This design comes from an exercise in tuning for small area on the open sky130 flow, not from production work.
Function not checked in this run: the RTL went through the layout flow alone.
Power is estimated from default activity; no workload was simulated.

## design/flow/config.mk

```make
export PLATFORM = sky130hd
export DESIGN_NAME = ddr4_access_top
export DESIGN_NICKNAME = ddr4_access_top
export VERILOG_FILES = /design/flow/design.v
export SDC_FILE = /design/flow/constraint.sdc
export NUM_CORES = 4
export LEC_CHECK = 0
export CAP_MARGIN = 20
export CORE_AREA = 10 10 410 410
export DIE_AREA = 0 0 420 420
export SLEW_MARGIN = 20
```

## design/flow/constraint.sdc

```tcl
create_clock -name core_clock -period 5.0 [get_ports {pr_logic_clk_clk}]
set_input_delay 1.0000 -clock core_clock [delete_from_list [all_inputs] [get_ports {pr_logic_clk_clk}]]
set_output_delay 1.0000 -clock core_clock [all_outputs]
set_load 0.01 [all_outputs]
```

## design/flow/design.v

```verilog
`timescale 1 ps / 1 ps
`default_nettype none
module lfsr (
      input  wire         pr_logic_clk_clk,                  
      input  wire         sw_reset,
      input  wire         load_seed,
      input  wire [31:0]  seed,
      output reg  [31:0]  rndm_data,
      input  wire         pr_logic_reset_reset_n             
   );
   reg [31:0] data;
   always_comb
   begin
      data[31]    = rndm_data[0];
      data[30]    = rndm_data[31];
      data[29]    = ~(rndm_data[30] ^ rndm_data[0]);
      data[28:26] = rndm_data[29:27];
      data[25]    = ~(rndm_data[26] ^ rndm_data[0]);
      data[24]    = ~(rndm_data[25] ^ rndm_data[0]);
      data[23:0]  = rndm_data[24:1];
   end
   always_ff @(posedge pr_logic_clk_clk or negedge pr_logic_reset_reset_n) begin
      if (  pr_logic_reset_reset_n == 1'b0 ) begin
         rndm_data <= 'b0;
      end
      else if ( sw_reset == 1'b1 ) begin
         rndm_data <= 'b0;
      end
      else begin
         if ( load_seed == 1'b1 )
            rndm_data <= seed;
         else begin
            rndm_data <= data;
         end
      end
   end
endmodule
`timescale 1 ps / 1 ps
`default_nettype none
module synchronizer #(
   parameter WIDTH = 16,
   parameter STAGES = 3  
)
(
   input wire clk_out,arst_out,
   input wire [WIDTH-1:0] dat_in,
   output reg [WIDTH-1:0] dat_out  
);
reg [STAGES*WIDTH-1:0] c  ;
always @(posedge clk_out or posedge arst_out) begin
   if (arst_out) c <= 0;
   else c <= {c[(STAGES-1)*WIDTH-1:0],dat_in};
end
assign dat_out = c[STAGES*WIDTH-1:(STAGES-1)*WIDTH];
endmodule
`timescale 1 ps / 1 ps
`default_nettype none
module reg_blk (
      input  wire         pr_logic_clk_clk,                  
      input  wire [3:0]   pr_op_err,
      input  wire         local_cal_success,
      input  wire         local_cal_fail,
      input  wire         iopll_locked,
      input  wire [31:0]  performance_cntr,
      input  wire         ddr_access_completed,
      input  wire         clear_start_operation,
      output reg  [1:0]   mode,
      output reg          start_operation,
      output reg          sw_reset,
      output reg          emif_reset,
      output reg          load_seed,
      output reg  [7:0]   limit,
      output reg  [31:0]  mem_addr,
      output reg          post_wr_pulse,
      output reg  [31:0]  seed,
      output reg          pr_logic_cra_waitrequest,          
      output reg  [31:0]  pr_logic_cra_readdata,             
      output reg          pr_logic_cra_readdatavalid,        
      input  wire [0:0]   pr_logic_cra_burstcount,           
      input  wire [31:0]  pr_logic_cra_writedata,            
      input  wire [13:0]  pr_logic_cra_address,              
      input  wire         pr_logic_cra_write,                
      input  wire         pr_logic_cra_read,                 
      input  wire [3:0]   pr_logic_cra_byteenable,           
      input  wire         pr_logic_cra_debugaccess,          
      input  wire         pr_logic_reset_reset_n             
   );
   reg   [31:0]    regfile [0:7];
   reg   [31:0]    pr_logic_cra_readdata_reg;
   reg             pr_logic_cra_readdatavalid_reg;
   reg             sw_reset_d;
   always @(posedge pr_logic_clk_clk or negedge pr_logic_reset_reset_n)  begin
      if (  pr_logic_reset_reset_n == 1'b0 ) begin
         regfile[0] <= 32'hace0_beef;
         regfile[1] <= 32'h0;
         regfile[2] <= 32'h0;
         regfile[3] <= 32'hbee3_beef;
         regfile[4] <= 32'hcab4_beef;
         regfile[5] <= 32'hdab5_beef;
         regfile[6] <= 32'hdad6_beef;
         regfile[7] <= 32'hebb7_beef;
         post_wr_pulse <= 1'b0;
      end
      else begin
         regfile[0][7:0]   <= 8'hef;   
         regfile[0][11:8]  <= pr_op_err;   
         regfile[0][12]    <= local_cal_success;
         regfile[0][13]    <= local_cal_fail;
         regfile[0][15:14] <= 2'h0;   
         regfile[0][16]    <= iopll_locked;
         regfile[0][31:17] <= 2'h0;   
         regfile[3]        <= performance_cntr;
         post_wr_pulse <= 1'b0;
         if (pr_logic_cra_write) begin
            if (~|pr_logic_cra_address[13:5]) begin
               if (( pr_logic_cra_address[4:2] != 3'h0 ) && ( pr_logic_cra_address[4:2] != 3'h3 )) begin
                  regfile[pr_logic_cra_address[4:2]][7:0]   <= pr_logic_cra_byteenable[0] ? pr_logic_cra_writedata[7:0]   : regfile[pr_logic_cra_address[4:2]][7:0];
                  regfile[pr_logic_cra_address[4:2]][15:8]  <= pr_logic_cra_byteenable[1] ? pr_logic_cra_writedata[15:8]  : regfile[pr_logic_cra_address[4:2]][15:8];
                  regfile[pr_logic_cra_address[4:2]][23:16] <= pr_logic_cra_byteenable[2] ? pr_logic_cra_writedata[23:16] : regfile[pr_logic_cra_address[4:2]][23:16];
                  regfile[pr_logic_cra_address[4:2]][31:24] <= pr_logic_cra_byteenable[3] ? pr_logic_cra_writedata[31:24] : regfile[pr_logic_cra_address[4:2]][31:24];
               end
               if ( pr_logic_cra_address[4:2] == 3'h2 ) begin
                  post_wr_pulse <= 1;
               end
               else begin
                  post_wr_pulse <= 0;
               end
            end
         end
         else if ( ( clear_start_operation == 1'b1 ) || ( ddr_access_completed == 1'b1 )) begin
            regfile[1][2] <= 1'b0;
         end
      end
   end 
   always @(posedge pr_logic_clk_clk or negedge pr_logic_reset_reset_n)  begin
      if (  pr_logic_reset_reset_n == 1'b0 ) begin
         pr_logic_cra_readdata_reg <= 32'b0;
         pr_logic_cra_readdatavalid_reg <= 1'b0;
         pr_logic_cra_waitrequest <= 1'b1;
         sw_reset <= 1'b0;
      end
      else begin
         if (pr_logic_cra_read) begin
            if (~|pr_logic_cra_address[13:5]) begin
               pr_logic_cra_readdata_reg <= regfile[pr_logic_cra_address[4:2]];
            end
            else begin
               pr_logic_cra_readdata_reg <= 32'haabb_ccdd;
            end
         end
         pr_logic_cra_readdatavalid_reg <= pr_logic_cra_read;
         pr_logic_cra_waitrequest <= 1'b0;
         sw_reset <= sw_reset_d;
      end
   end 
   always_comb begin  
      pr_logic_cra_readdata        = pr_logic_cra_readdata_reg;
      pr_logic_cra_readdatavalid   = pr_logic_cra_readdatavalid_reg;
      mode             = regfile[1][1:0];
      start_operation  = regfile[1][2];
      sw_reset_d       = regfile[1][3];
      emif_reset       = regfile[1][4];
      load_seed        = regfile[1][5];
      limit            = regfile[1][15:8];
      mem_addr         = regfile[2][31:0];
      seed             = regfile[4][31:0];
   end
endmodule
`timescale 1 ps / 1 ps
`default_nettype none
module rst_blk # (
      parameter RST_CNTR_WIDTH      = 8,
      parameter RECALIB_MAX_NUM     = 2
   ) (
      input  wire         pr_logic_clk_clk,                  
      input  wire         sw_reset,
      input  wire         emif_reset,
      input  wire         start_recalibration,
      output reg          ddr4a_global_reset,
      output reg          max_retry_cal_reached,
      input  wire         reset_recal_counter,
      output reg          rst_blk_busy,
      input  wire         pr_logic_reset_reset_n             
   );
   localparam RST_CNTR_WIDTH_MSB = RST_CNTR_WIDTH -1;
   reg [RST_CNTR_WIDTH_MSB:0] rst_counter;
   reg [2:0]   recal_counter;
   reg     ddr4a_global_reset_q;
   reg     emif_reset_q;
   reg     emif_sw_reset;
   always_comb begin
      rst_blk_busy = ~rst_counter[RST_CNTR_WIDTH_MSB] || ddr4a_global_reset;
   end
   always_ff @(posedge pr_logic_clk_clk or negedge pr_logic_reset_reset_n) begin
      if ( pr_logic_reset_reset_n == 1'b0 ) begin
         recal_counter <= 3'b0;
      end
      else if ( ( sw_reset == 1'b1 ) || ( reset_recal_counter == 1'b1 ) ) begin
         recal_counter <= 3'b0;
      end
      else if ( start_recalibration == 1'b1 ) begin
         recal_counter <= recal_counter + 1'b1;
      end
   end
   always_comb begin
      max_retry_cal_reached = (recal_counter == RECALIB_MAX_NUM) ? 1'b1 : 1'b0 ;
   end
   always_ff @(posedge pr_logic_clk_clk or negedge pr_logic_reset_reset_n) begin
      if ( pr_logic_reset_reset_n == 1'b0 ) begin
         rst_counter <= {RST_CNTR_WIDTH{1'b0}};
      end
      else if (( start_recalibration == 1'b1 ) || ( emif_sw_reset == 1'b1 )) begin
         rst_counter <= {RST_CNTR_WIDTH{1'b0}};
      end
      else if ( rst_counter[RST_CNTR_WIDTH_MSB] == 1'b0 ) begin
         rst_counter <= rst_counter + 1'b1;
      end
   end
   always_ff @(posedge pr_logic_clk_clk or negedge pr_logic_reset_reset_n) begin
      if ( pr_logic_reset_reset_n == 1'b0 ) begin
         ddr4a_global_reset  <= 1'b0;
         ddr4a_global_reset_q  <= 1'b0;
         emif_reset_q <= 1'b0;
         emif_sw_reset <= 1'b0;
      end
      else begin
         ddr4a_global_reset_q <= ~rst_counter[RST_CNTR_WIDTH_MSB];
         ddr4a_global_reset  <= ddr4a_global_reset_q;
         emif_reset_q <= emif_reset;
         emif_sw_reset <= emif_reset & ~emif_reset_q;
      end
   end
endmodule
`timescale 1 ps / 1 ps
`default_nettype none
module mem_access (
      input  wire         pr_logic_clk_clk,                  
      input  wire         sw_reset,
      input  wire         start_operation,
      input  wire         local_cal_success,
      input  wire         local_cal_fail,
      input  wire         max_retry_cal_reached,
      input  wire         ddr_access_completed,
      output reg          clear_start_operation,
      output reg          start_recalibration,
      output reg          start_traffic_generator,
      output reg          busy,    
      output reg          reset_recal_counter,    
      input  wire         rst_blk_busy,
      input  wire         pr_logic_reset_reset_n             
   );
   typedef enum {
      idle_indx,
      calibrate_indx,
      wait_indx,
      retry_cal_indx,
      ddr_access_index
   } states_indx;
   typedef enum logic [4:0] {
      IDLE       = 5'b1 << idle_indx,
      CALIBRATE  = 5'b1 << calibrate_indx,
      WAIT       = 5'b1 << wait_indx,
      RETRY_CAL  = 5'b1 <<  retry_cal_indx,
      DDR_ACCESS = 5'b1 << ddr_access_index,
      UNDEF      = 'x
   } states_definition;
   states_definition curr_state, next_state;
   always_ff @(posedge pr_logic_clk_clk or negedge pr_logic_reset_reset_n) begin
      if (  pr_logic_reset_reset_n == 1'b0 ) begin
         curr_state <= IDLE;
      end
      else if (  sw_reset == 1'b1 ) begin
         curr_state <= IDLE;
      end
      else begin
         curr_state <= next_state;
      end
   end
   always_comb begin
      next_state = UNDEF;
      unique case ( curr_state )
         IDLE: begin
            if ( ( start_operation == 1'b1 ) && ( ddr_access_completed == 1'b0 ) && ( max_retry_cal_reached == 1'b0 ) ) begin
               next_state = CALIBRATE;
            end
            else begin
               next_state = IDLE;
            end
         end
         CALIBRATE: begin
            case ( {local_cal_success, local_cal_fail} )
               2'b 00: begin
                  next_state = WAIT;
               end
               2'b 01: begin
                  if ( max_retry_cal_reached == 1'b0 ) begin
                     next_state = RETRY_CAL;
                  end
                  else begin
                     next_state = IDLE;
                  end
               end
               2'b 10: begin
                  next_state = DDR_ACCESS;
               end
               2'b 11: begin
                  next_state = IDLE;
               end
            endcase
         end
         WAIT: begin
            if ( rst_blk_busy == 1'b1 ) begin
               next_state = WAIT;
            end
            else if ( (local_cal_success || local_cal_fail) == 1'b1 ) begin
               next_state = CALIBRATE;
            end
            else begin
               next_state = WAIT;
            end
         end
         RETRY_CAL: begin
            next_state = WAIT;
         end
         DDR_ACCESS: begin
            if ( start_operation == 1'b1 ) begin
               next_state = DDR_ACCESS;
            end
            else begin
               next_state = IDLE;
            end
         end
         default : next_state = UNDEF;
      endcase
   end
   always_ff @(posedge pr_logic_clk_clk or negedge pr_logic_reset_reset_n) begin
      if (  pr_logic_reset_reset_n == 1'b0 ) begin
         clear_start_operation <= 1'b0; 
         start_recalibration <= 1'b0;
         start_traffic_generator <= 1'b0;
         busy <= 1'b0;
         reset_recal_counter <= 1'b0;
      end
      else if (  sw_reset == 1'b1 ) begin
         clear_start_operation <= 1'b0; 
         start_recalibration <= 1'b0;
         start_traffic_generator <= 1'b0;
         busy <= 1'b0;
         reset_recal_counter <= 1'b0;
      end
      else begin
         clear_start_operation <= 1'b0; 
         start_recalibration <= 1'b0;
         start_traffic_generator <= 1'b0;
         busy <= 1'b0;
         reset_recal_counter <= 1'b0;
         unique case ( next_state )
            IDLE: begin
               if ( ( max_retry_cal_reached == 1'b1 ) &&  ( local_cal_fail == 1'b1 ) ) begin
                  clear_start_operation <= 1'b1; 
               end
            end
            CALIBRATE: begin
               busy <= 1'b1;
               if ( ( max_retry_cal_reached == 1'b1 ) && ( local_cal_success == 1'b1 ) )  begin
                  reset_recal_counter <= 1'b1;
               end
            end
            WAIT: begin
               busy <= 1'b1;
            end
            RETRY_CAL: begin
               start_recalibration <= 1'b1;
               busy <= 1'b1;
            end
            DDR_ACCESS: begin
               busy <= 1'b1;
               start_traffic_generator <= 1'b1;
               if ( ( ddr_access_completed == 1'b1 ) && ( start_operation == 1'b1 ) ) begin
                  clear_start_operation <= 1'b1; 
                  start_traffic_generator <= 1'b0;
               end
            end
            default: begin
               clear_start_operation <= 1'b0; 
               start_recalibration <= 1'b0;
               start_traffic_generator <= 1'b0;
               busy <= 1'b0;
               reset_recal_counter <= 1'b0;
            end
         endcase
      end
   end
endmodule
`timescale 1 ps / 1 ps
`default_nettype none
module traffic_generator (
      input  wire         pr_logic_clk_clk,                  
      input  wire         sw_reset,
      input  wire         start_traffic_generator,
      output reg          ddr_access_completed,
      input  wire [1:0]   mode,
      input  wire [7:0]   limit,
      input  wire [31:0]  mem_addr,
      input  wire         post_wr_pulse,
      input  wire [31:0]  seed,
      input  wire         load_seed,
      output reg          start_ddr_wr_rd,
      output reg  [30:0]  target_address,
      output reg  [511:0] target_data,
      input  wire         pass,
      input  wire         fail,
      input  wire         pr_logic_reset_reset_n             
   );
   wire [31:0]     rndm_data;
   reg             start_traffic_generator_q;
   reg  [31:0]     initial_addr;
   reg  [31:0]     final_addr;
   typedef enum {
      idle_indx,
      active_indx,
      wait_indx
   } states_indx;
   typedef enum logic [2:0] {
      IDLE       = 3'b1 << idle_indx,
      ACTIVE     = 3'b1 << active_indx,
      WAIT       = 3'b1 << wait_indx,
      UNDEF      = 'x
   } states_definition;
   states_definition curr_state, next_state;
   always_ff @(posedge pr_logic_clk_clk or negedge pr_logic_reset_reset_n) begin
      if (  pr_logic_reset_reset_n == 1'b0 ) begin
         curr_state <= IDLE;
      end
      else if (  sw_reset == 1'b1 ) begin
         curr_state <= IDLE;
      end
      else begin
         curr_state <= next_state;
      end
   end
   always_comb begin
      next_state = UNDEF;
      unique case ( curr_state )
         IDLE: begin
            if (( target_address == final_addr[30:0] )  && 
               ( |target_address ))                                next_state = IDLE;
            else if ( start_traffic_generator == 1'b1 )             next_state = ACTIVE;
            else                                                    next_state = IDLE;
         end
         ACTIVE: begin
            if ( target_address == final_addr[30:0] )               next_state = IDLE;
            else                                                    next_state = WAIT;
         end
         WAIT: begin
            if ( pass | fail )                                      next_state = ACTIVE;
            else                                                    next_state = WAIT;
         end
         default :                                                   next_state = UNDEF;
      endcase
   end
   always_ff @(posedge pr_logic_clk_clk or negedge pr_logic_reset_reset_n) begin
      if (  pr_logic_reset_reset_n == 1'b0 ) begin
         initial_addr <= '0;
      end
      else if ( post_wr_pulse == 1'b1 )  begin
         initial_addr <= mem_addr;
      end
   end
   always_ff @(posedge pr_logic_clk_clk or negedge pr_logic_reset_reset_n) begin
      if (  pr_logic_reset_reset_n == 1'b0 ) begin
         ddr_access_completed <= '0;
         start_ddr_wr_rd <= 0;
      end
      else if (  sw_reset == 1'b1 )  begin
         ddr_access_completed <= '0;
         start_ddr_wr_rd <= 0;
      end
      else begin
         ddr_access_completed <= '0;
         start_ddr_wr_rd <= 0;
         unique case ( next_state )
            IDLE: begin
               start_ddr_wr_rd <= 0;
               if (( target_address == final_addr[30:0] ) && ( |target_address ))
                  ddr_access_completed <= 1'b1;
            end
            ACTIVE: begin
               start_ddr_wr_rd <= 1;
            end
            WAIT: begin
               start_ddr_wr_rd <= 1;
            end
            default : begin
               ddr_access_completed <= '0;
               start_ddr_wr_rd <= 0;
            end
         endcase
      end
   end
   always_ff @(posedge pr_logic_clk_clk or negedge pr_logic_reset_reset_n) begin
      if (  pr_logic_reset_reset_n == 1'b0 ) begin
         start_traffic_generator_q <= 1'b0;
         target_address     <= 'b0;
      end
      else if (  sw_reset == 1'b1 ) begin
         start_traffic_generator_q <= 1'b0;
         target_address     <= 'b0;
      end
      else begin
         if ( start_ddr_wr_rd == 0 ) begin
            target_address     <= initial_addr[30:0];
         end
         else if ( ( pass == 1'b1 ) || ( fail == 1'b1 ) ) begin
            target_address <= target_address + 1'b1;
         end
         else  begin
            target_address <= target_address;
         end
         start_traffic_generator_q <= start_traffic_generator;
      end
   end
   always_ff @(posedge pr_logic_clk_clk) begin
      if (( pass   == 1'b1 ) || ( ( start_traffic_generator == 1'b1 ) && ( start_traffic_generator_q == 1'b0 )))
         target_data <= {
                   ~{rndm_data[31:10]},~{rndm_data[9:0],rndm_data[31:22]},~{rndm_data[21:0]},
                   ~{rndm_data[31:10]},~{rndm_data[9:0],rndm_data[31:22]}, {rndm_data[21:0]},
                   ~{rndm_data[31:10]}, {rndm_data[9:0],rndm_data[31:22]},~{rndm_data[21:0]},
                   ~{rndm_data[31:10]}, {rndm_data[9:0],rndm_data[31:22]}, {rndm_data[21:0]},
                    {rndm_data[31:10]},~{rndm_data[9:0],rndm_data[31:22]},~{rndm_data[21:0]},
                    {rndm_data[31:10]},~{rndm_data[9:0],rndm_data[31:22]}, {rndm_data[21:0]},
                    {rndm_data[31:10]}, {rndm_data[9:0],rndm_data[31:22]},~{rndm_data[21:0]},
                    {rndm_data[31:10]}, {rndm_data[9:0],rndm_data[31:22]}, {rndm_data[21:0]} };
   end
   always_comb begin
      if ( mode == 2'b0 ) begin
         final_addr = {9'b0,22'h3f_ffff};
      end
      else begin
         final_addr = mem_addr + limit;
      end
   end
   lfsr u_lfsr (
      .pr_logic_clk_clk                       ( pr_logic_clk_clk ),
      .sw_reset                             ( sw_reset ),
      .load_seed                              ( load_seed ),
      .seed                                   ( seed ),
      .rndm_data                              ( rndm_data ),
      .pr_logic_reset_reset_n                 ( pr_logic_reset_reset_n )
   );
endmodule
`timescale 1 ps / 1 ps
`default_nettype none
module ddr_wr_rd (
      input   wire          pr_logic_clk_clk,             
      input   wire          pr_logic_reset_reset_n,       
      input   wire          sw_reset,
      input   wire          local_cal_success,
      input   wire          start_ddr_wr_rd,
      input   reg  [30:0]   target_address,
      input   reg  [511:0]  target_data,
      input   wire          pr_logic_mm_waitrequest,     
      input   wire [511:0]  pr_logic_mm_readdata,        
      input   wire          pr_logic_mm_readdatavalid,   
      output  reg  [4:0]    pr_logic_mm_burstcount,      
      output  reg  [511:0]  pr_logic_mm_writedata,       
      output  reg  [30:0]   pr_logic_mm_address,         
      output  reg           pr_logic_mm_write,           
      output  reg           pr_logic_mm_read,            
      output  reg  [63:0]   pr_logic_mm_byteenable,      
      output  reg           pr_logic_mm_debugaccess,     
      output reg  pass,
      output reg  fail,
      output reg  ddr_access_completed
   );
   typedef enum {
      idle_index,
      write_index,
      wait_write_done_index,
      read_index,
      wait_read_accepted_index,
      wait_read_done_index,
      data_verification
   } states_indx;
   typedef enum logic [6:0] {
      IDLE                = 7'b1 << idle_index,
      WRITE               = 7'b1 << write_index,
      WAIT_WRITE_DONE     = 7'b1 << wait_write_done_index,
      READ                = 7'b1 << read_index,
      WAIT_READ_ACCEPTED  = 7'b1 << wait_read_accepted_index,
      WAIT_READ_DONE      = 7'b1 << wait_read_done_index,
      DATA_VERIFICATION   = 7'b1 << data_verification,
      UNDEF               = 'x
   } states_definition;
   states_definition curr_state, next_state;
   reg [511:0] reference_data;
   reg [30:0]  reference_addr;
   always_comb begin
      ddr_access_completed = pass | fail;
      pr_logic_mm_debugaccess = 1'b0;
   end
   always_ff @(posedge pr_logic_clk_clk) begin
      pr_logic_mm_writedata    <= target_data;
      if ( next_state == WRITE ) begin
         reference_data <= target_data;
         reference_addr <= target_address;
      end
   end
   assign pr_logic_mm_address      = reference_addr;    
   assign pr_logic_mm_byteenable   = '1;                
   assign pr_logic_mm_burstcount   = 5'b1;
   always_ff @(posedge pr_logic_clk_clk or negedge pr_logic_reset_reset_n) begin
      if (  pr_logic_reset_reset_n == 1'b0 ) begin
         curr_state <= IDLE;
      end
      else if ( sw_reset == 1'b1 ) begin
         curr_state <= IDLE;
      end
      else begin
         curr_state <= next_state;
      end
   end
   always_comb
   begin
      next_state = UNDEF;
      unique case ( curr_state )
         IDLE: begin
            if ( start_ddr_wr_rd == 1'b1 ) begin
               next_state = WRITE;
            end
            else begin
               next_state = IDLE;
            end
         end
         WRITE: begin
            next_state = WAIT_WRITE_DONE;
         end
         WAIT_WRITE_DONE: begin
            if ( pr_logic_mm_waitrequest == 1'b1 ) begin
               next_state = WAIT_WRITE_DONE;
            end
            else begin
               next_state = READ;
            end
         end
         READ: begin
            next_state = WAIT_READ_ACCEPTED;
         end
         WAIT_READ_ACCEPTED: begin
            if ( pr_logic_mm_waitrequest == 1'b1 ) begin
               next_state = WAIT_READ_ACCEPTED;
            end
            else begin
               next_state = WAIT_READ_DONE;
            end
         end
         WAIT_READ_DONE: begin
            if ( pr_logic_mm_readdatavalid == 1'b1 ) begin
               next_state = DATA_VERIFICATION;
            end
            else begin
               next_state = WAIT_READ_DONE;
            end
         end
         DATA_VERIFICATION: begin
            if ( pass | fail ) begin
               next_state = IDLE;
            end
            else begin
               next_state = DATA_VERIFICATION;
            end
         end
         default: begin
            next_state = UNDEF;
         end
      endcase
   end
   always_ff @(posedge pr_logic_clk_clk or negedge pr_logic_reset_reset_n) begin
      if ( pr_logic_reset_reset_n == 1'b0 ) begin
         pr_logic_mm_write <= 1'b0;
         pr_logic_mm_read <= 1'b0; 
         pass <= 1'b0;
         fail <= 1'b0;
      end
      else if ( sw_reset == 1'b1 ) begin
         pr_logic_mm_write <= 1'b0;
         pr_logic_mm_read <= 1'b0; 
         pass <= 1'b0;
         fail <= 1'b0;
      end 
      else begin
         pr_logic_mm_write <= 1'b0;
         pr_logic_mm_read <= 1'b0; 
         pass <= 1'b0;
         fail <= 1'b0;
         unique case ( next_state )
            IDLE: begin
            end
            WRITE: begin
               pr_logic_mm_write  <= 1'b1;
            end
            WAIT_WRITE_DONE: begin
               if ( pr_logic_mm_waitrequest == 1'b1 ) begin
                  pr_logic_mm_write <= 1'b1;
               end
            end
            READ: begin
               pr_logic_mm_read   <= 1'b1;
            end
            WAIT_READ_ACCEPTED: begin
               if ( pr_logic_mm_waitrequest == 1'b1 ) begin
                  pr_logic_mm_read <= 1'b1;
               end
            end
            WAIT_READ_DONE: begin
            end
            DATA_VERIFICATION: begin
               if ( pr_logic_mm_readdatavalid == 1'b1 ) begin
                  if (pr_logic_mm_readdata == reference_data) begin
                     pass <= 1'b1;
                  end
                  else begin
                     fail <= 1'b1;
                  end
               end
            end
            default: begin
               pr_logic_mm_write <= 1'b0;
               pr_logic_mm_read <= 1'b0; 
               pass <= 1'b0;
               fail <= 1'b0;
            end
         endcase
      end
   end
endmodule
`timescale 1 ps / 1 ps
`default_nettype none
module perf_cntr (
      input  wire         pr_logic_clk_clk,                  
      input  wire         sw_reset,
      input  wire         pass,
      output reg [31:0]   performance_cntr,
      input  wire         pr_logic_reset_reset_n             
   );
   always_ff @(posedge pr_logic_clk_clk or negedge pr_logic_reset_reset_n) begin
      if (  pr_logic_reset_reset_n == 1'b0 ) begin
         performance_cntr <= 'b0;
      end
      else if (  sw_reset == 1'b1 ) begin
         performance_cntr <= 'b0;
      end
      else begin
         if ( pass == 1'b1 ) begin
            performance_cntr <= performance_cntr + 1;
         end
      end
   end
endmodule
`timescale 1 ps / 1 ps
`default_nettype none
module fault_detect (
      input   wire        pr_logic_clk_clk,        
      input   wire        sw_reset,
      input   wire        start_operation,
      input   wire        max_retry_cal_reached,
      input   wire        fail,
      output  reg [3:0]   pr_op_err,
      input   wire        pr_logic_reset_reset_n   
   );
   reg start_operation_q;
   reg clear_pr_op_err;
   always_ff @(posedge pr_logic_clk_clk or negedge pr_logic_reset_reset_n) begin
      if (  pr_logic_reset_reset_n == 1'b0 ) begin
         pr_op_err <= 'b0;
         start_operation_q <= 1'b0;
         clear_pr_op_err <= 1'b0;
      end
      else if (  sw_reset == 1'b1 ) begin
         pr_op_err <= 'b0;
         start_operation_q <= 1'b0;
         clear_pr_op_err <= 1'b0;
      end
      else begin
         start_operation_q <= start_operation;
         clear_pr_op_err <= ~start_operation_q && start_operation;
         if ( clear_pr_op_err == 1'b1 ) begin
            pr_op_err <= 'b0;
         end
         else begin
            pr_op_err[0] <= max_retry_cal_reached;
            pr_op_err[1] <= fail;
         end
      end
   end
endmodule
`timescale 1 ps / 1 ps
`default_nettype none
module ddr4_access_top (
      input  wire         pr_logic_clk_clk,                  
      input  wire         iopll_locked,
      input  wire         pr_logic_mm_waitrequest,           
      input  wire [511:0] pr_logic_mm_readdata,              
      input  wire         pr_logic_mm_readdatavalid,         
      output reg  [4:0]   pr_logic_mm_burstcount,            
      output reg  [511:0] pr_logic_mm_writedata,             
      output reg  [30:0]  pr_logic_mm_address,               
      output reg          pr_logic_mm_write,                 
      output reg          pr_logic_mm_read,                  
      output reg  [63:0]  pr_logic_mm_byteenable,            
      output reg          pr_logic_mm_debugaccess,           
      input  wire         local_cal_success,
      input  wire         local_cal_fail,   
      output wire         ddr4a_global_reset,
      output reg          pr_logic_reset,
      output reg          pr_logic_cra_waitrequest,          
      output wire [31:0]  pr_logic_cra_readdata,             
      output wire         pr_logic_cra_readdatavalid,        
      input  wire [0:0]   pr_logic_cra_burstcount,           
      input  wire [31:0]  pr_logic_cra_writedata,            
      input  wire [13:0]  pr_logic_cra_address,              
      input  wire         pr_logic_cra_write,                
      input  wire         pr_logic_cra_read,                 
      input  wire [3:0]   pr_logic_cra_byteenable,           
      input  wire         pr_logic_cra_debugaccess,          
      input  wire         pr_logic_reset_reset_n             
   );
   localparam RST_CNTR_WIDTH  = 8;
   localparam RECALIB_MAX_NUM = 2;   
   wire [1:0]   mode;
   wire         start_operation;
   wire         sw_reset;
   wire         emif_reset;
   wire [7:0]   limit;
   wire [31:0]  mem_addr;
   wire         post_wr_pulse;
   wire [31:0]  seed;
   wire         cal_success, cal_fail;
   wire         clear_start_operation;
   wire         start_recalibration;
   wire         start_traffic_generator;
   wire         busy;
   wire         reset_recal_counter;
   wire         max_retry_cal_reached;
   wire         rst_blk_busy;
   wire         ddr_access_completed;
   wire         pass;
   wire         fail;
   wire         load_seed;
   wire         start_ddr_wr_rd;
   always_comb
   begin
      pr_logic_reset = sw_reset | ~pr_logic_reset_reset_n;
   end
   wire [3:0]   pr_op_err;
   wire [31:0]  performance_cntr;
   reg [30:0]  target_address;
   reg [511:0] target_data;
   synchronizer # ( 
      .WIDTH    (1),
      .STAGES   (2)
   ) u_synchronizer_cal_success (
      .clk_out                                ( pr_logic_clk_clk ),
      .arst_out                               ( ~pr_logic_reset_reset_n ),
      .dat_in                                 ( local_cal_success ),
      .dat_out                                ( cal_success )
   );
   synchronizer # ( 
      .WIDTH    (1),
      .STAGES   (2)
   ) u_synchronizer_cal_fail (
      .clk_out                                ( pr_logic_clk_clk ),
      .arst_out                               ( ~pr_logic_reset_reset_n ),
      .dat_in                                 ( local_cal_fail ),
      .dat_out                                ( cal_fail )
   );
   reg_blk u_reg_blk (
      .pr_logic_clk_clk                       ( pr_logic_clk_clk ),
      .iopll_locked                           ( iopll_locked ),
      .pr_op_err                             ( pr_op_err ),
      .local_cal_success                      ( cal_success ),
      .local_cal_fail                           ( cal_fail ),
      .performance_cntr                       ( performance_cntr ),
      .clear_start_operation                  ( clear_start_operation ),
      .ddr_access_completed                   ( ddr_access_completed ),
      .mode                                ( mode ),
      .start_operation                        ( start_operation ),
      .sw_reset                               ( sw_reset ),
      .emif_reset                             ( emif_reset ),
      .load_seed                              ( load_seed ),
      .limit                               ( limit ),
      .mem_addr                               ( mem_addr ),
      .post_wr_pulse                          ( post_wr_pulse ),
      .seed                                   ( seed ),
      .pr_logic_cra_waitrequest              ( pr_logic_cra_waitrequest ),
      .pr_logic_cra_readdata                 ( pr_logic_cra_readdata ),
      .pr_logic_cra_readdatavalid               ( pr_logic_cra_readdatavalid ),
      .pr_logic_cra_burstcount               ( pr_logic_cra_burstcount ),
      .pr_logic_cra_writedata                ( pr_logic_cra_writedata ),
      .pr_logic_cra_address                  ( pr_logic_cra_address ),
      .pr_logic_cra_write                    ( pr_logic_cra_write ),
      .pr_logic_cra_read                      ( pr_logic_cra_read ),
      .pr_logic_cra_byteenable               ( pr_logic_cra_byteenable ),
      .pr_logic_cra_debugaccess              ( pr_logic_cra_debugaccess ),
      .pr_logic_reset_reset_n                ( pr_logic_reset_reset_n )
   );
   rst_blk # (
      .RST_CNTR_WIDTH                         ( RST_CNTR_WIDTH ),
      .RECALIB_MAX_NUM                        ( RECALIB_MAX_NUM )
   ) u_rst_blk (
      .pr_logic_clk_clk                       ( pr_logic_clk_clk ),
      .start_recalibration                    ( start_recalibration ),
      .sw_reset                             ( sw_reset ),
      .emif_reset                             ( emif_reset ),
      .ddr4a_global_reset                     ( ddr4a_global_reset ),
      .max_retry_cal_reached                  ( max_retry_cal_reached ),
      .reset_recal_counter                    ( reset_recal_counter ),
      .rst_blk_busy                           ( rst_blk_busy ),
      .pr_logic_reset_reset_n                 ( pr_logic_reset_reset_n )
   );
   mem_access u_mem_access (
      .pr_logic_clk_clk                       ( pr_logic_clk_clk ),
      .sw_reset                             ( sw_reset ),
      .start_operation                        ( start_operation ),
      .local_cal_success                       ( cal_success ),
      .local_cal_fail                          ( cal_fail ),
      .max_retry_cal_reached                  ( max_retry_cal_reached ),
      .ddr_access_completed                   ( ddr_access_completed ),
      .clear_start_operation                  ( clear_start_operation ),
      .start_recalibration                    ( start_recalibration ),        
      .rst_blk_busy                           ( rst_blk_busy ),
      .start_traffic_generator                ( start_traffic_generator ),        
      .busy                                   ( busy ),        
      .reset_recal_counter                    ( reset_recal_counter ),
      .pr_logic_reset_reset_n                 ( pr_logic_reset_reset_n )
   );
   traffic_generator u_traffic_generator (
      .pr_logic_clk_clk                       ( pr_logic_clk_clk ),
      .sw_reset                             ( sw_reset ),
      .start_traffic_generator                ( start_traffic_generator ),        
      .ddr_access_completed                   ( ddr_access_completed ),
      .mode                                ( mode ),
      .limit                               ( limit ),
      .mem_addr                               ( mem_addr ),
      .post_wr_pulse                          ( post_wr_pulse ),
      .seed                                   ( seed ),
      .load_seed                              ( load_seed ),
      .start_ddr_wr_rd                        ( start_ddr_wr_rd ),
      .target_address                         ( target_address ),
      .target_data                            ( target_data ),
      .pass                                   ( pass ),
      .fail                                   ( fail ),
      .pr_logic_reset_reset_n                 ( pr_logic_reset_reset_n )
   );
   ddr_wr_rd u_ddr_wr_rd (
      .pr_logic_clk_clk                       ( pr_logic_clk_clk ),
      .sw_reset                             ( sw_reset ),
      .local_cal_success                       ( cal_success ),
      .start_ddr_wr_rd                        ( start_ddr_wr_rd ),        
      .target_address                         ( target_address ),
      .target_data                            ( target_data ),
      .pr_logic_mm_waitrequest                ( pr_logic_mm_waitrequest ),
      .pr_logic_mm_readdata                   ( pr_logic_mm_readdata ),
      .pr_logic_mm_readdatavalid              ( pr_logic_mm_readdatavalid ),
      .pr_logic_mm_burstcount                 ( pr_logic_mm_burstcount ),
      .pr_logic_mm_writedata                  ( pr_logic_mm_writedata ),
      .pr_logic_mm_address                    ( pr_logic_mm_address ),
      .pr_logic_mm_write                      ( pr_logic_mm_write ),
      .pr_logic_mm_read                       ( pr_logic_mm_read ),
      .pr_logic_mm_byteenable                 ( pr_logic_mm_byteenable ),
      .pr_logic_mm_debugaccess                ( pr_logic_mm_debugaccess ),
      .pass                                   ( pass ),
      .fail                                   ( fail ),
      .ddr_access_completed                   (  ),
      .pr_logic_reset_reset_n                 ( pr_logic_reset_reset_n )
   );
   perf_cntr u_perf_cntr (
      .pr_logic_clk_clk                       ( pr_logic_clk_clk ),
      .sw_reset                             ( sw_reset ),
      .pass                                   ( pass ),
      .performance_cntr                       ( performance_cntr ),
      .pr_logic_reset_reset_n                 ( pr_logic_reset_reset_n )
   );
   fault_detect u_fault_detect (
      .pr_logic_clk_clk                       ( pr_logic_clk_clk ),
      .sw_reset                             ( sw_reset ),
      .start_operation                      ( start_operation ),
      .max_retry_cal_reached                  ( max_retry_cal_reached ),
      .fail                                   ( fail ),
      .pr_op_err                             ( pr_op_err ),
      .pr_logic_reset_reset_n                 ( pr_logic_reset_reset_n )
   );
endmodule
```

## design/flow/run.sh

```bash
#!/bin/bash
# synth_recipe.tcl (not shown) runs the flow's synth.tcl, then flattens the netlist and writes it again
# the make line also repeats each setting of config.mk as NAME=value (left out here)
make -C /OpenROAD-flow-scripts/flow DESIGN_CONFIG=/design/flow/config.mk WORK_HOME=/design/flow/orfs CLKGATE_MAP_FILE= SYNTH_SCRIPT=/design/flow/synth_recipe.tcl finish
```

==> flow_summary_export.csv <==
group,metric,value,unit
critical_path,path_class,"register to register",
clocking,holdBufCountCts,0,
finish,finish.instance_area,49850,um^2
clocking,clk_pin_slew_worst_paths,0.06,ns
logic_synthesis,synth_flop_cell,"dfrtp_1",
finish,drive_gt1_share,9.871,%
floorplanning,initial_core_util,22.96,%
sta,worst_pin_slew,1.105,ns
critical_path,crit_fanout,6,
critical_path,endpoint_kind,"register",
sta,tns,0,ns
floorplanning,rows,146,
logic_synthesis,synthArstFlopShare,67.68,%
clocking,cts_sinks,690,
detailed_routing,totalWireLength,211600,um
placed_design,dp_hpwl,172400,um
sta,setup_viol,0,
detailed_routing,wl_met1,80510,um
detailed_routing,wl_met3,14380,um
logic_synthesis,synth-edff-count,159,
detailed_routing,route.detailed.drc,0,
global_route,grt_pass1_vias,30023,
critical_path,regToRegStartpoint,"u_reg_blk.regfile[1][8]",
sta,fin_crit_sh,84.81,%
placed_design,gp_congestion,0.9334,
finish,regArea,17920,um^2
logic_synthesis,seq_area_frac_synth,49.17,%
logic_synthesis,ys_top_cells_by_area,"dfrtp_1 22%, edfxtp_1 13%, buf_4 11%",
logic_synthesis,synth_seq_cells,690,
finish,fillers,16278,
placed_design,numPortBuffers,1149,
finish,areaGrowthSynthToFinish,36.80,%
finish,largest_register_ffs,256,
detailed_routing,ant_nets,0,
global_route,grt_use_total,22.74,%
critical_path,worst-endpoint-required,5.60,ns
global_route,grt_max_degree,157,
clocking,clockBufferDepth,3,
detailed_routing,drtIter0Drc,2798,
logic_synthesis,postSynthAreaPerCell,10.13,um^2
finish,final_util,31.40,%
critical_path,startpoint_type,"register",
floorplanning,die_y,420,um
logic_synthesis,syn_area,36440,um^2
sta,fin_skew,0.03048,ns
sta,period_needed,4.240,ns
sta,final_hold_viol_count,0,
detailed_routing,wl_met2,107700,um
logic_synthesis,synth_commonest_cells,"520 x buf_4, 327 x dfrtp_1, 272 x nand2_1",
clocking,cts_buffers,81,
detailed_routing,via_count,30412,
power_and_ir_drop,p_leak,19.04,nW
clocking,clk_latency,0.68,ns
global_route,grt_first_pass_wirelength,274500,um
sta,maxSlewViolCount,0,
finish,fin_nets,4857,
power_and_ir_drop,cellPowerDensity,267.1,nW/um^2
critical_path,arrival,4.84,ns
power_and_ir_drop,peakVddDrop,252.8,uV
clocking,tritoncts,"yes",
worst_hold_path,worst_hold_path_type,"input pin to async pin",
detailed_routing,wire_per_inst,32.82,um
job,maxCapViolCount,0,
global_route,grt_antenna_before_repair,97,
detailed_routing,vias_per_cell,4.717,
critical_path,regToRegSetupSlack,0.76,ns
detailed_routing,dr.pass1.iters,7,
clocking,post_cts_resized,0,
clocking,cts-root-buf,"clkbuf_16",
sta,max_freq,0.2358,GHz
logic_synthesis,synth.most_common_cell,"buf_4",
detailed_routing,highest-signal-layer,"met5",
clocking,h-tree-depth,3,
placed_design,dp_slack,0.8235,ns
floorplanning,core,158700,um^2
sta,rsz0062_at_grt,"no",
floorplanning,num_io_pins,1224,
logic_synthesis,synth_top_area_share,22.45,%
run_status,outcome,"complete, no violations",
floorplanning,dieArea,176400,um^2
floorplanning,die_w,420,um
logic_synthesis,synth_warnings,15,
logic_synthesis,synth_cells,3597,
finish,multi_input_area,13870,um^2
placed_design,place_area,46970,um^2
global_route,grt_overflow,0,
logic_synthesis,synth_cell_types,83,
sta,slew_headroom,26.36,%
finish,top_register,"u_reg_blk.regfile",
logic_synthesis,synth_top_area_cell,"dfrtp_1",
critical_path,crit_path_start,"u_reg_blk.regfile[1][8]",
clocking,postCtsSetupRepairBufs,0,
sta,setup_ws,0.7597,ns
==> layout by cell type, fill, tap and decap left out, types with 10 or more instances in the layout <==
cell / instances
clkbuf_1: 17
clkbuf_16: 85
edfxtp_1: 159
inv_1: 75
dfstp_2: 140
clkbuf_8: 10
mux2_2: 32
ha_1: 14
dfrtp_1: 325
nor3_1: 96
a211oi_1: 30
and3_1: 78
mux2i_1: 67
a22o_1: 26
nor2_1: 172
o22a_1: 19
and2_1: 10
or3_1: 37
buf_4: 84
dfxtp_1: 62
o2111ai_1: 10
or4_1: 12
a22oi_1: 94
xnor2_1: 164
nor4_1: 71
diode_2: 40
xor2_1: 215
a221oi_1: 17
conb_1: 98
and4_1: 12
clkdlybuf4s50_1: 1148
a21oi_1: 55
o21ai_0: 231
o22ai_1: 35
nand4_1: 89
clkinv_2: 16
nand3_1: 72
nand2_1: 272
nor2b_1: 13
==> worst max-delay path, cell delays in order, from the launching register on <==
cell	delay (ns)
dfrtp_1	0.46
ha_1	0.28
fa_1	0.42
a211oi_2	0.29
o211ai_1	0.29
buf_4	0.26
a2111oi_0	0.37
a211oi_1	0.09
a21oi_1	0.18
nand4_1	0.14
or4_4	0.60
or4_1	0.54
nor3_2	0.11
buf_4	0.13
==> path summary, 6_finish.rpt <==
| check | cells after the start | to |
|---|---|---|
| worst max register to register | 13 | u_traffic_generator.ddr_access_completed |
| worst min-delay path | 1 | u_reg_blk.post_wr_pulse |
| max in group asynchronous | 3 | u_traffic_generator.ddr_access_completed |
| worst max-delay path | 13 | u_traffic_generator.ddr_access_completed |
| min in group core_clock | 0 | u_synchronizer_cal_fail.c[1] |
| worst min register to register | 0 | u_synchronizer_cal_fail.c[1] |
==> layer usage <==
layer,vias up,track usage [%]
li1,13387,-
met1,15264,26.23
met2,1398,40.28
met3,341,4.883
met4,22,9.892
met5,-,0
==> cell families after synthesis <==
logic type | after synthesis | share of synthesized area (%)
simple gates | 982 | 13.58
xor+xnor | 380 | 9.174
fa+ha+maj | 15 | 0.5356
buf+inv | 827 | 13.93
compound gates | 602 | 10.77
mux | 99 | 2.829
other cells | 2 | 0.02061
flops | 690 | 49.17
==> power breakdown <==
group	internal (mW)	leakage (nW)	switching [mW]
registers	5.89	7.78	0.150
clock network	3.60	1.36	2.53
logic	0.602	9.90	0.540
total	10.1	19.0	3.22
==> layout make-up <==
class,instances,share of cell area (%)
Timing Repair Buffer,1243,24.74
Inverter,77,0.5848
Sequential cell,690,35.96
Antenna cell,40,0.2008
Clock inverter,38,0.8283
Clock buffer,112,4.671
Multi-Input combinational cell,2176,27.81
Tap cell,2072,5.201
==> through the flow <==
step | std cells | power (mW) | hold WS [ns]
6_report | 6448 | 13.32 | 0.1353
5_1_grt | 6435 | 13.83 | 0.1064
4_1_cts | 6407 | 13.51 | 0.08582
3_5_place_dp | 6257 | 7.291 | 0.3362
3_3_place_gp | 6256 | 7.273 | 0.3348
2_1_floorplan | 3693 | 6.473 | 0.3312

-- static timing again, ports no longer ideal --
How much do the figures lean on ideal ports? The routed layout below was timed once more, with nothing changed but the port constraints. Step 1 sets driving cells, clkbuf_16 on the clock port and buf_2 on the other inputs (assumed; they add their load-dependent delay and slew). Step 2 moves the port delays by t, midway between the first and last clock arrival at a register: inputs arrive t later, outputs are due t later. That takes back most of the time a late clock gives input paths. Slacks: no drivers / after step 1 / after step 2; pairs: no drivers / after step 1.
shift t [ns]: 0.734
slack for setup (ns): 0.760 / 0.760 / 0.760
worst setup path at the end: register to register
clock arrival spread, ns: 0.032 / 0.031
pins driven straight from the clock port: 1
After both steps this run still meets setup and hold. The setup slack of this run moves by 0.000 ns with the drivers and by 0.000 ns with both steps.
